From an optimization exercise on the open Yosys and OpenROAD flow, aimed at small area and a short achievable clock period; shortcuts taken in it are not production practice. Only simulation tests tie the RTL to the original design; equivalence was not proved. Power and IR drop assume default switching activity.

$ cat config.mk
export PLATFORM = sky130hd
export DESIGN_NAME = System
export DESIGN_NICKNAME = System
export VERILOG_FILES = /design/flow/design.v
export SDC_FILE = /design/flow/constraint.sdc
export NUM_CORES = 4
export LEC_CHECK = 0
export CAP_MARGIN = 20
export CORE_MARGIN = 2
export CORE_UTILIZATION = 40
export SLEW_MARGIN = 20
$ cat constraint.sdc
create_clock -name core_clock -period 17.0 [get_ports {CLK}]
set_input_delay 3.4000 -clock core_clock [delete_from_list [all_inputs] [get_ports {CLK}]]
set_output_delay 3.4000 -clock core_clock [all_outputs]
set_load 0.01 [all_outputs]
$ cat design.v
`timescale 1ns / 1ps
module Counter(RESET, CLK, COUNTUP, INIT, END, OUT);
	parameter integer len = 3;
	input RESET;
	input CLK;
	input COUNTUP;
	input [len*8-1:0] INIT;
	output END;
	output [len*8-1:0] OUT;
	reg [len*8-1:0] cnt;
	assign OUT=cnt;
	wire [len*8-1:0] added;
	wire [len:0] carry;
	assign carry [0] = COUNTUP;
	assign END = carry[len];
	generate
		genvar i;
		for(i=0;i<len;i=i+1) begin: loop
			wire [7:0] total = carry[i]+cnt[i*8+7:i*8];
			wire overflow = total == 95;
			assign carry [i+1] = overflow ? 1'b1 : 1'b0;
			assign added [i*8+7:i*8] = overflow ? 8'b0 : total;
		end
	endgenerate
	always @ (posedge CLK) begin
		cnt <=
			RESET ? INIT :
			END ? cnt :
			added;
	end
endmodule
module CharDec(chr1, chr2, decoded);
	parameter [7:0] j=0;
	input [7:0] chr1;
	input [7:0] chr2;
	output [7:0] decoded;
	wire [7:0] total = chr1+j;
	wire flag = chr2 < total;
	wire [7:0] base = total - chr2;
	wire [7:0] nbase =
		base <= (95*1) ? 95 :
		base <= (95*2) ? (95*2) : 95*3;
	wire [7:0] baseK = flag ? nbase : 0;
	assign decoded = baseK + chr2 - total;
endmodule
module Decoder(RESET, CLK, ENC_TAIL, PASSWD_INIT, FOUND, END, PASSWD_OUT);
	parameter integer ENQLEN=10;
	parameter integer PASSLEN=5;
	input RESET;
	input CLK;
	input [0:8*PASSLEN-1] ENC_TAIL;
	input [0:8*PASSLEN-1] PASSWD_INIT;
    output FOUND;
	output END;
    output [0:8*PASSLEN-1] PASSWD_OUT;
	wire [0:8*PASSLEN-1] passwd;
	Counter #(PASSLEN) counter(RESET, CLK, !FOUND, PASSWD_INIT, END, passwd);
	wire [0:8*PASSLEN-1] decoded;
	generate
		genvar i;
		for(i=0;i<PASSLEN;i=i+1) begin: len
			parameter j = PASSLEN-1-((ENQLEN-PASSLEN + i)%PASSLEN);
			CharDec #(.j(j))
				dev(passwd[j*8:j*8+7], ENC_TAIL[i*8:i*8+7], decoded[i*8:i*8+7]);
		end
	endgenerate
	assign FOUND = decoded == passwd;
	assign PASSWD_OUT = passwd;
endmodule
module Serial(RESET, CLK, START, END, SIGNAL, BUFFER);
	parameter integer BUFFLEN=5;
	parameter integer CLOCK=26; 
	input RESET;
	input CLK;
	input START;
	output reg END;
	output SIGNAL;
	input [0:8*BUFFLEN-1] BUFFER;
	reg [9:0] slckcount;
	wire slckp;
	wire [9:0] next_slckcount;
	assign slckp = slckcount == CLOCK;
	assign next_slckcount = slckp ? 10'd0 : slckcount + 10'd1;
	reg [3:0] bitwidecount;
	wire bitwide;
	wire [3:0] next_bitwidecount;
	assign bitwide = bitwidecount == 15;
	assign next_bitwidecount =
		slckp ? ( bitwide ? 4'd0 : bitwidecount + 4'd1 ) :
		bitwidecount;
	reg [3:0] framecount;
	wire framelast;
	wire [3:0] next_framecount;
	assign next_framecount =
		slckp && bitwide ? (framelast ? 4'd0 : framecount + 4'd1 ):
		framecount;
	wire framefirst;
	wire framestart;
	assign framelast = framecount == 4'd10;
	assign framefirst = framecount == 4'd0;
	assign framestart = framecount == 4'd1;
	reg [7:0] charcount;
	wire [7:0] next_charcount;
	assign next_charcount =
		(slckp && bitwide && framelast) ? (END ? 8'd0 : charcount + 8'd1) :
		charcount;
	assign SIGNAL =
		((!sending) || END || framefirst || framelast) ? 1'b1 :  
		framestart ? 1'b0 :  
		charcount == 0 ? 1'b1 :
		BUFFER[8*(charcount-1)+9-framecount];
	reg sending;
	always @(posedge CLK) begin
		if (RESET) begin
			sending <= 0;
			slckcount <= 0;
			bitwidecount <= 0;
			framecount <= 0;
			charcount <= 0;
			END <= 0;
		end else if (END && !START) begin
			END <= 0;
			sending <= 0;
		end else if (!END && START && !sending) begin
			sending <= 1;
			slckcount <= 0;
			bitwidecount <= 0;
			framecount <= 0;
			charcount <= 0;
		end else if (sending) begin
			slckcount <= next_slckcount;
			bitwidecount <= next_bitwidecount;
			framecount <= next_framecount;
			charcount <= next_charcount;
			END <= next_charcount ==  (BUFFLEN+1);
			sending <= next_charcount != (BUFFLEN+1);
		end
	end
endmodule
module System(RESET, CLK, ENCRYPTED, PASSWD_INIT, FLAG, FOUND, TXD);
	parameter integer ENQLEN=17;
	parameter integer PASSLEN=5;
	input RESET;
	input CLK;
	input [0:8*PASSLEN-1] ENCRYPTED;
	input [0:8*PASSLEN-1] PASSWD_INIT;
	output FLAG;
	output FOUND;
	output TXD;
	wire [0:8*PASSLEN-1] PASSWD_OUT;
	wire SerEND;
	wire DecoderEND;
	wire SerSEND = FOUND | DecoderEND;
	reg [0:8*PASSLEN-1] ENC_REG;
	reg [15:0] DecoderCount;
	assign FLAG=DecoderEND ? 1'b1 : DecoderCount[15];
	Decoder #(ENQLEN, PASSLEN) dec(RESET, CLK, ENC_REG, PASSWD_INIT, FOUND, DecoderEND, PASSWD_OUT);
	Serial #(PASSLEN) ser(RESET, CLK, SerSEND, SerEND, TXD, PASSWD_OUT);
	always @(posedge CLK) begin
		DecoderCount <= RESET ? 16'd0 : DecoderCount+16'd1;
	end
	always @(posedge CLK) begin
		if (RESET) ENC_REG <= ENCRYPTED;
	end
endmodule
$ cat run.sh
#!/bin/bash
# synth_recipe.tcl (not shown) runs the flow's synth.tcl, then flattens the netlist and writes it again
# the make line also repeats each setting of config.mk as NAME=value (left out here)
make -C /OpenROAD-flow-scripts/flow DESIGN_CONFIG=/design/flow/config.mk WORK_HOME=/design/flow/orfs CLKGATE_MAP_FILE= SYNTH_SCRIPT=/design/flow/synth_recipe.tcl finish
==> impl_metrics.json, run 1 <==
{
  "status": "complete, no violations",
  "numCtsBuffers": 17,
  "initial_core_util_pct": 40.5,
  "fin_cells": 1913,
  "drive_gt1_share_pct": 10.9,
  "dp_cells": 1848,
  "diodes": 0,
  "reg2reg_slack_ns": 3.61,
  "worst_slew_pin_slew_ns": 1.07,
  "power_per_cell_area_nw_per_um2": 115,
  "die_h_um": 180,
  "final-hold-violation-count": 0,
  "drtIter0Drc": 678,
  "core_um2": 30500,
  "p_leak_uw": 0.00598,
  "required_ns": 13.60,
  "remaining_drc_errors": 0,
  "cts_tree": "built",
  "fmax_ghz": 0.0619,
  "slew_headroom_pct": 28.4,
  "crit_fanout": 6,
  "reg2reg_depth": 66,
  "clock-sinks": 124,
  "hold_class": "register to register",
  "htreeDepth": 4,
  "grt_first_pass_wirelength_um": 51500,
  "layout.nets": 1739,
  "row_count": 64,
  "cp-start-kind": "register",
  "end_kind": "primary output",
  "wirelength_um": 32100,
  "cp_slowest_cell": "or4_4",
  "overflow": 0,
  "period_share_pct": 95.0,
  "hold_depth": 1,
  "p_int_uw": 960,
  "finalMaxSlewViolations": 0,
  "synth_top_area_cell": "edfxtp_1",
  "root_buffer": "clkbuf_16",
  "period_needed_ns": 16.15,
  "via_count": 10510,
  "track_usage_pct": 19.7,
  "synth_seq_cells": 124,
  "die_w_um": 180,
  "synth_area_per_cell_um2": 8.76,
  "dp_hpwl_um": 24200,
  "dieArea_um2": 32300,
  "grt_antenna_before_repair": 0,
  "synth_top_area_share_pct": 19.4,
  "p_clk_share_pct": 22.4,
  "yosysUniqueCellTypes": 88,
  "yosys_most_used_dff": "edfxtp_1",
  "switching_share_pct": 42.9,
  "critical_path_class": "register to primary output",
  "ant_nets": 0,
  "power_frac_seq_pct": 22.0,
  "cp-startpoint": "dec.counter.cnt[10]$_DFFE_PP_",
  "skew_ns": 0.0200,
  "peakVddDrop_v": 0.0000757,
  "slowest_delay_ns": 0.56,
  "final_cell_mix": "134 x inv_1, 131 x nand2_1, 103 x nor2_1",
  "min_to": "DecoderCount[0]$_SDFF_PP0_",
  "grt_max_degree": 91,
  "async_reset_ff_share_pct": 0,
  "area_delta_synth_final_pct": 18.6,
  "power_uw": 1680,
  "holdBufCountCts": 0,
  "path_clk_slew_ns": 0.08,
  "setup_viol": 0,
  "crit_path_frequent_cell": "ha_2",
  "worst_r2r_endpoint": "ser.charcount[0]$_SDFFE_PP0P_",
  "wl_per_cell_um": 16.8,
  "yosysSeqAreaShare_pct": 26.6,
  "tns_ns": 0,
  "crit_arrival_ns": 12.75,
  "synth_fp_nets": 1646,
  "regToRegStartpoint": "dec.counter.cnt[10]$_DFFE_PP_",
  "routed_via_density": 5.49,
  "ios": 85,
  "netlist_area_um2": 12400,
  "gp_congestion": 0.860,
  "clock_latency_ns": 0.44,
  "drt_pre_antenna_iters": 5,
  "hold_slack_ns": 0.478,
  "hold_start": "DecoderCount[0]$_SDFF_PP0_",
  "cts_buffer_depth": 2,
  "first_global_vias": 10127,
  "synth_edf_count": 80,
  "ys_top_cells_by_area": "edfxtp_1 19%, ha_1 11%, dfxtp_1 7.1%",
  "max_cap_viol_count": 0,
  "yosys_warnings": 3,
  "final_common_cell": "inv_1",
  "power_frac_comb_pct": 55.6,
  "power_switching_uw": 721,
  "port_buffers": 84,
  "synthCells": 1411
}
-- worst max-delay path by stage --
stage | to | slack, ns | depth (start not counted)
after floorplan | FLAG | 1.15 | 63
after global placement | FLAG | 0.53 | 67
after detailed placement | FLAG | 0.24 | 62
after CTS | FLAG | 0.08 | 67
after global routing | FLAG | -0.11 | 65
final | FLAG | 0.85 | 62
-- synth_stat cells, types with 8 or more instances --
library cell  count
a211oi_1         11
a21o_1           25
a21oi_1          49
a31oi_1           8
and2_1           10
and3_1           19
buf_2             9
clkbuf_1         45
dfxtp_1          44
edfxtp_1         80
fa_1             40
ha_1            113
inv_1           136
mux4_2           11
nand2_1         133
nand2b_1         15
nand3_1          49
nand3b_1          9
nand4_1          32
nor2_1          103
nor2b_1          19
nor3_1           26
nor4_1           15
o2111ai_1         9
o21a_1           10
o21ai_0          63
o31ai_1          21
or3_1             8
xnor2_1          97
xor2_1           65
-- state kept, by name (all words and copies together), names as in the netlist --
register	cells
ser.slckcount	10
ser.bitwidecount	4
dec.counter.cnt	40
ser.sending	1
ENC_REG	40
ser.framecount	4
ser.charcount	8
ser.END	1
DecoderCount	16
-- repair_timing --
| action | in CTS | in global routing |
|---|---|---|
| setup buffers | 5 | 28 |
| pin swaps | 0 | 22 |
| endpoints found under the setup margin | 1 | 1 |
| resized for setup | 8 | 53 |
-- cells by family after synthesis --
| kind of cell | share of synthesized area [%] |
|---|---|
| muxes | 2.95 |
| xor gates and xnor gates | 11.5 |
| buffers and inverters | 5.92 |
| AOI/OAI and AO/OA | 16.0 |
| and+or+nand+nor | 19.1 |
| DFF | 26.6 |
| adders and majority gates | 18.0 |
-- layer usage --
layer | routed length [µm] | track usage, % | vias to the layer above
met5 | 0 | 0 | -
met4 | 450 | 5.11 | 0
met3 | 1370 | 3.16 | 31
met2 | 15300 | 33.3 | 241
met1 | 15000 | 26.2 | 5015
li1 | - | - | 5223
-- through the flow --
stage	util [%]	worst slack [ns]	area (µm²)
finish	48.1	0.853	14700
global route	48.1	-0.106	14700
detailed placement	44.5	0.235	13600
global placement	44.5	0.529	13600
CTS	46.7	0.0790	14200
floorplan	-	1.15	12400
-- cell type report --
cell class                      count  area (µm²)
Timing Repair Buffer              130        1180
Clock inverter                     14         143
Tap cell                          396         495
Sequential cell                   124        3280
Clock buffer                       18         450
Inverter                          136         510
Fill cell                        2942       15800
Multi-Input combinational cell   1095        8610
-- power by group through the flow --
stage	Sequential [µW]	Clock (µW)	Combinational [µW]
after global placement	379	0	856
after detailed placement	379	0	867
after global routing	373	395	1030
after floorplan	362	0	671
final	370	377	934
after CTS	371	382	886
-- worst max-delay path, delay by kind of cell (launching register included) --
kind,cells,cell delay (ns)
adder cells (fa/ha/maj),13,3.10
AO/OA/AOI/OAI,3,0.56
buffers and inverters,8,0.98
XOR/XNOR,5,0.89
AND/OR/NAND/NOR,33,6.28
flip-flops,1,0.46
==> inputs of run 2 (changes only) <==
==> design.v (replaced) <==
`timescale 1ns / 1ps
module System(RESET, CLK, ENCRYPTED, PASSWD_INIT, FLAG, FOUND, TXD);
	input RESET;
	input CLK;
	input [0:39] ENCRYPTED;
	input [0:39] PASSWD_INIT;
	output FLAG;
	output FOUND;
	output TXD;
	wire [6:0] e0 = ENCRYPTED[1:7];
	wire [6:0] e1 = ENCRYPTED[9:15];
	wire [6:0] e2 = ENCRYPTED[17:23];
	wire [6:0] e3 = ENCRYPTED[25:31];
	wire [6:0] e4 = ENCRYPTED[33:39];
	reg [6:0] p0, p1, p2, p3, p4;
	reg found;
	reg [15:0] hb;
	wire top = (p0 == 7'd94) & (p1 == 7'd94) & (p2 == 7'd94) & (p3 == 7'd94) & (p4 == 7'd94);
	wire stop = found | top;
	wire w4 = p4 == 7'd94;
	wire w3 = p3 == 7'd94;
	wire w2 = p2 == 7'd94;
	wire w1 = p1 == 7'd94;
	wire c4 = !stop;
	wire c3 = c4 & w4;
	wire c2 = c3 & w3;
	wire c1 = c2 & w2;
	wire c0 = c1 & w1;
	wire [6:0] i4 = c4 ? (w4 ? 7'd0 : p4 + 7'd1) : p4;
	wire [6:0] i3 = c3 ? (w3 ? 7'd0 : p3 + 7'd1) : p3;
	wire [6:0] i2 = c2 ? (w2 ? 7'd0 : p2 + 7'd1) : p2;
	wire [6:0] i1 = c1 ? (w1 ? 7'd0 : p1 + 7'd1) : p1;
	wire [6:0] i0 = c0 ? p0 + 7'd1 : p0;
	wire [6:0] n0 = RESET ? PASSWD_INIT[1:7]   : i0;
	wire [6:0] n1 = RESET ? PASSWD_INIT[9:15]  : i1;
	wire [6:0] n2 = RESET ? PASSWD_INIT[17:23] : i2;
	wire [6:0] n3 = RESET ? PASSWD_INIT[25:31] : i3;
	wire [6:0] n4 = RESET ? PASSWD_INIT[33:39] : i4;
	wire [7:0] s02 = n0 + n2;
	wire [7:0] m02 = (s02 >= 8'd95) ? s02 - 8'd95 : s02;
	wire [7:0] s34 = n3 + n4 + 8'd3;
	wire [7:0] m34 = (s34 >= 8'd190) ? s34 - 8'd190 : (s34 >= 8'd95) ? s34 - 8'd95 : s34;
	wire [6:0] h1 = e1[0] ? {1'b0, e1[6:1]} : {1'b0, e1[6:1]} + 7'd47;
	wire [7:0] e2p = e2 + 8'd2;
	wire [7:0] e4p = e4 + 8'd1;
	wire v0 = (e2p == {1'b0, e0}) | (e2p == {1'b0, e0} + 8'd95);
	wire v3 = (e4p == {1'b0, e3}) | (e4p == {1'b0, e3} + 8'd95);
	wire pass = v0 & v3 & (m02 == {1'b0, e2}) & (m34 == {1'b0, e4}) & (n1 == h1);
	always @(posedge CLK) begin
		p0 <= n0; p1 <= n1; p2 <= n2; p3 <= n3; p4 <= n4;
		found <= pass;
		hb <= RESET ? 16'd0 : hb + 16'd1;
	end
	assign FOUND = found;
	assign FLAG = (top & !found) | hb[15];
	reg [8:0] ph;
	reg [3:0] j;
	reg [2:0] b;
	reg txd;
	wire slot_end = ph == 9'd431;
	wire done = b == 3'd6;
	always @(posedge CLK) begin
		if (RESET) begin
			ph <= 9'd0;
			j <= 4'd6;
			b <= 3'd0;
		end else if (stop) begin
			ph <= slot_end ? 9'd0 : ph + 9'd1;
			if (slot_end) begin
				j <= (j == 4'd0) ? 4'd6 : j + 4'd1;
				if (j == 4'd0 && !done) b <= b + 3'd1;
			end
		end
	end
	reg dbit;
	always @(*) begin
		case (b)
			3'd1: dbit = j[2:0] == 3'd7 ? 1'b0 : p0[j[2:0]];
			3'd2: dbit = j[2:0] == 3'd7 ? 1'b0 : p1[j[2:0]];
			3'd3: dbit = j[2:0] == 3'd7 ? 1'b0 : p2[j[2:0]];
			3'd4: dbit = j[2:0] == 3'd7 ? 1'b0 : p3[j[2:0]];
			3'd5: dbit = j[2:0] == 3'd7 ? 1'b0 : p4[j[2:0]];
			default: dbit = 1'b1;
		endcase
	end
	wire low = !done & ((j == 4'd7) | (j[3] & !dbit));
	always @(posedge CLK) txd <= RESET | !low;
	assign TXD = txd;
endmodule
==> run 2 against run 1 <==
Compared with the run above: still clean; hold slack worse by 0.040 ns; maximum frequency up 88%; final cell count down 41%; synthesized cell count down 40%; synthesized area down 46%; non-clock buffer count down 54; clock-buffer cell count down 5; sequential share of layout area down 4.5 points; setup slack better by 7.5 ns; sequential power down about 50%; combinational power down about 70%; critical endpoint is now found$_DFF_P_.
==> impl_metrics.json, run 2 <==
{
  "skew_ns": 0.00646,
  "power_frac_comb_pct": 44.7,
  "slew_headroom_pct": 27.6,
  "p_clk_share_pct": 26.0,
  "ys_top_cells_by_area": "dfxtp_1 20%, ha_1 9.2%, xnor2_1 8.4%",
  "setup_viol": 0,
  "final_common_cell": "nor2_1",
  "regToRegStartpoint": "p0[0]$_DFF_P_",
  "synth_fp_nets": 982,
  "root_buffer": "clkbuf_16",
  "async_reset_ff_share_pct": 0,
  "power_per_cell_area_nw_per_um2": 80.1,
  "nFillCells": 1698,
  "gp_congestion": 0.839,
  "synth_top_area_share_pct": 20.0,
  "clock-sinks": 69,
  "cts_tree": "built",
  "grt_max_degree": 53,
  "synth_seq_cells": 69,
  "status": "complete, no violations",
  "fin_cells": 1130,
  "drive_gt1_share_pct": 5.60,
  "grt_antenna_before_repair": 0,
  "synthCells": 849,
  "rsz0062_at_grt": "false",
  "p_leak_uw": 0.00303,
  "wirelength_um": 16300,
  "post_cts_resized": 0,
  "finalMaxSlewViolations": 0,
  "end_kind": "register",
  "die_w_um": 133,
  "yosysSeqAreaShare_pct": 20.9,
  "p_int_uw": 393,
  "yosysMostFrequentCell": "nor2_1",
  "power_frac_seq_pct": 29.3,
  "tns_ns": 0,
  "die_h_um": 133,
  "overflow": 0,
  "power_switching_uw": 236,
  "clock_latency_ns": 0.33,
  "grt_first_pass_wirelength_um": 27800,
  "critical_path_class": "input pin to register",
  "power_uw": 629,
  "port_buffers": 74,
  "fmax_ghz": 0.116,
  "hold_start": "hb[0]$_SDFF_PP0_",
  "yosys_most_used_dff": "dfxtp_1",
  "max_cap_viol_count": 0,
  "htreeDepth": 3,
  "diodes": 0,
  "yosys_warnings": 1,
  "dp_hpwl_um": 12800,
  "dp_cells": 1114,
  "crit_arrival_ns": 8.85,
  "hold_class": "register to register",
  "first_global_vias": 5710,
  "track_usage_pct": 18.9,
  "required_ns": 17.25,
  "hold_slack_ns": 0.438,
  "cts_buffer_depth": 2,
  "final_cell_mix": "88 x nor2_1, 80 x nand2_1, 73 x clkdlybuf4s50_1",
  "period_needed_ns": 8.61,
  "post-route-util_pct": 47.7,
  "wl_per_cell_um": 14.4,
  "synth_top_area_cell": "dfxtp_1",
  "largest_register_ffs": 16,
  "netlist_area_um2": 6700,
  "period_share_pct": 50.6,
  "switching_share_pct": 37.5,
  "worst_slew_pin_slew_ns": 1.08,
  "ios": 85,
  "ant_nets": 0,
  "post-cts-setup-buffers": 0,
  "via_count": 6174,
  "final-hold-violation-count": 0,
  "dieArea_um2": 17800,
  "holdBufCountCts": 0,
  "layout.nets": 1038,
  "yosysUniqueCellTypes": 90,
  "drtIter0Drc": 284,
  "path_clk_slew_ns": 0.05,
  "routed_via_density": 5.46,
  "largest_registers": "hb x16, ph x9",
  "synth_area_per_cell_um2": 7.89,
  "peakVddDrop_v": 0.0000403,
  "cp-startpoint": "RESET",
  "largest-register": "hb",
  "remaining_drc_errors": 0,
  "area_delta_synth_final_pct": 17.2,
  "drt_pre_antenna_iters": 5,
  "initial_core_util_pct": 40.7,
  "synth_edf_count": 2,
  "synthTopCellsByCount": "88 x nor2_1, 80 x nand2_1, 67 x dfxtp_1",
  "core_um2": 16500,
  "numCtsBuffers": 9,
  "crit_fanout": 52,
  "cp-start-kind": "input pin",
  "row_count": 47
}
==> run 2: routing by layer <==
metal / share of wire [%] / track usage (%) / routed length [µm] / vias to the layer above
met2: 46 / 30.5 / 7550 / 118
li1: - / - / - / 3181
met1: 49 / 26.4 / 7970 / 2861
met4: 1.1 / 5.02 / 176 / 0
met5: 0 / 0 / 0 / -
met3: 3.8 / 2.85 / 617 / 14
==> run 2: layout make-up <==
| class | instances | area (µm²) | area share, % |
|---|---|---|---|
| inverter | 42 | 158 | 2.01 |
| sequential | 69 | 1400 | 17.9 |
| clock inverter | 3 | 12.5 | 0.159 |
| clock buffer | 13 | 240 | 3.06 |
| tap | 220 | 275 | 3.51 |
| multi-input combinational | 707 | 5010 | 63.9 |
| timing repair buffer | 76 | 751 | 9.56 |
==> run 2: critical path, cell delays in order <==
cell	delay (ns)
buf_2	0.52
buf_4	0.58
nor2_1	0.26
a22o_1	0.25
inv_1	0.05
ha_1	0.21
inv_1	0.06
ha_1	0.18
inv_1	0.06
fa_1	0.40
nor2b_1	0.18
o22ai_1	0.15
xor2_1	0.34
o21ai_0	0.22
a211o_1	0.39
a211oi_1	0.25
a31oi_1	0.09
xor2_1	0.17
a2111o_1	0.31
a2111oi_2	0.28
o2111ai_1	0.19
nor4_2	0.29
==> run 2: cell families after synthesis <==
| family | share of synthesized area [%] |
|---|---|
| simple gates | 25.6 |
| compound gates | 19.5 |
| xor+xnor | 15.4 |
| buf+inv | 4.22 |
| flops | 20.9 |
| fa+ha+maj | 9.75 |
| mux | 4.62 |
==> run 2: worst paths after layout <==
path	end	slack [ns]	cells past startpoint
max	found$_DFF_P_	8.39	22
max reg2reg	found$_DFF_P_	10.17	24
min reg2reg	hb[0]$_SDFF_PP0_	0.44	1
min	hb[0]$_SDFF_PP0_	0.44	1
==> run 2: stage by stage <==
step                area [µm²]  worst slack (ns)
detailed placement        7600              8.06
global route              7850              7.82
finish                    7850              8.39
CTS                       7850              8.39
global placement          7600              8.08
floorplan                 6700              8.76
==> run 2: power groups by stage <==
stage	clock (µW)	sequential (µW)	combinational, µW
after floorplan	0	184	214
after global placement	0	188	278
after detailed placement	0	188	279
after CTS	168	184	281
after global routing	175	186	314
final	164	185	281

-- re-timing with driven ports --
Ports are ideal in the flow. The routed layouts listed here were re-timed in OpenROAD. Step 1 assumes that a clkbuf_16 drives the clock port and a buf_2 every other input. Step 2 times the ports against the registers' clock, not the clock port: input delays grow and output delays shrink by t, the midpoint of the rising clock arrivals with the driver on. a / b / c = ideal / step 1 / step 2; a / b = the first two.
run	t, ns	setup WS [ns]	worst setup path at the end	worst register clock-pin slew, ns	worst slew at a driven data input, ns
run 1	0.483	0.853 / 0.804 / 1.287	register to output	0.08 / 0.08	0.04
run 2	0.368	8.394 / 8.401 / 8.033	input to register	0.05 / 0.05	0.04
After both steps setup and hold are still met in every run listed. The setup slack of run 2, which loses most, moves by +0.007 ns with the drivers and by -0.361 ns with both steps.
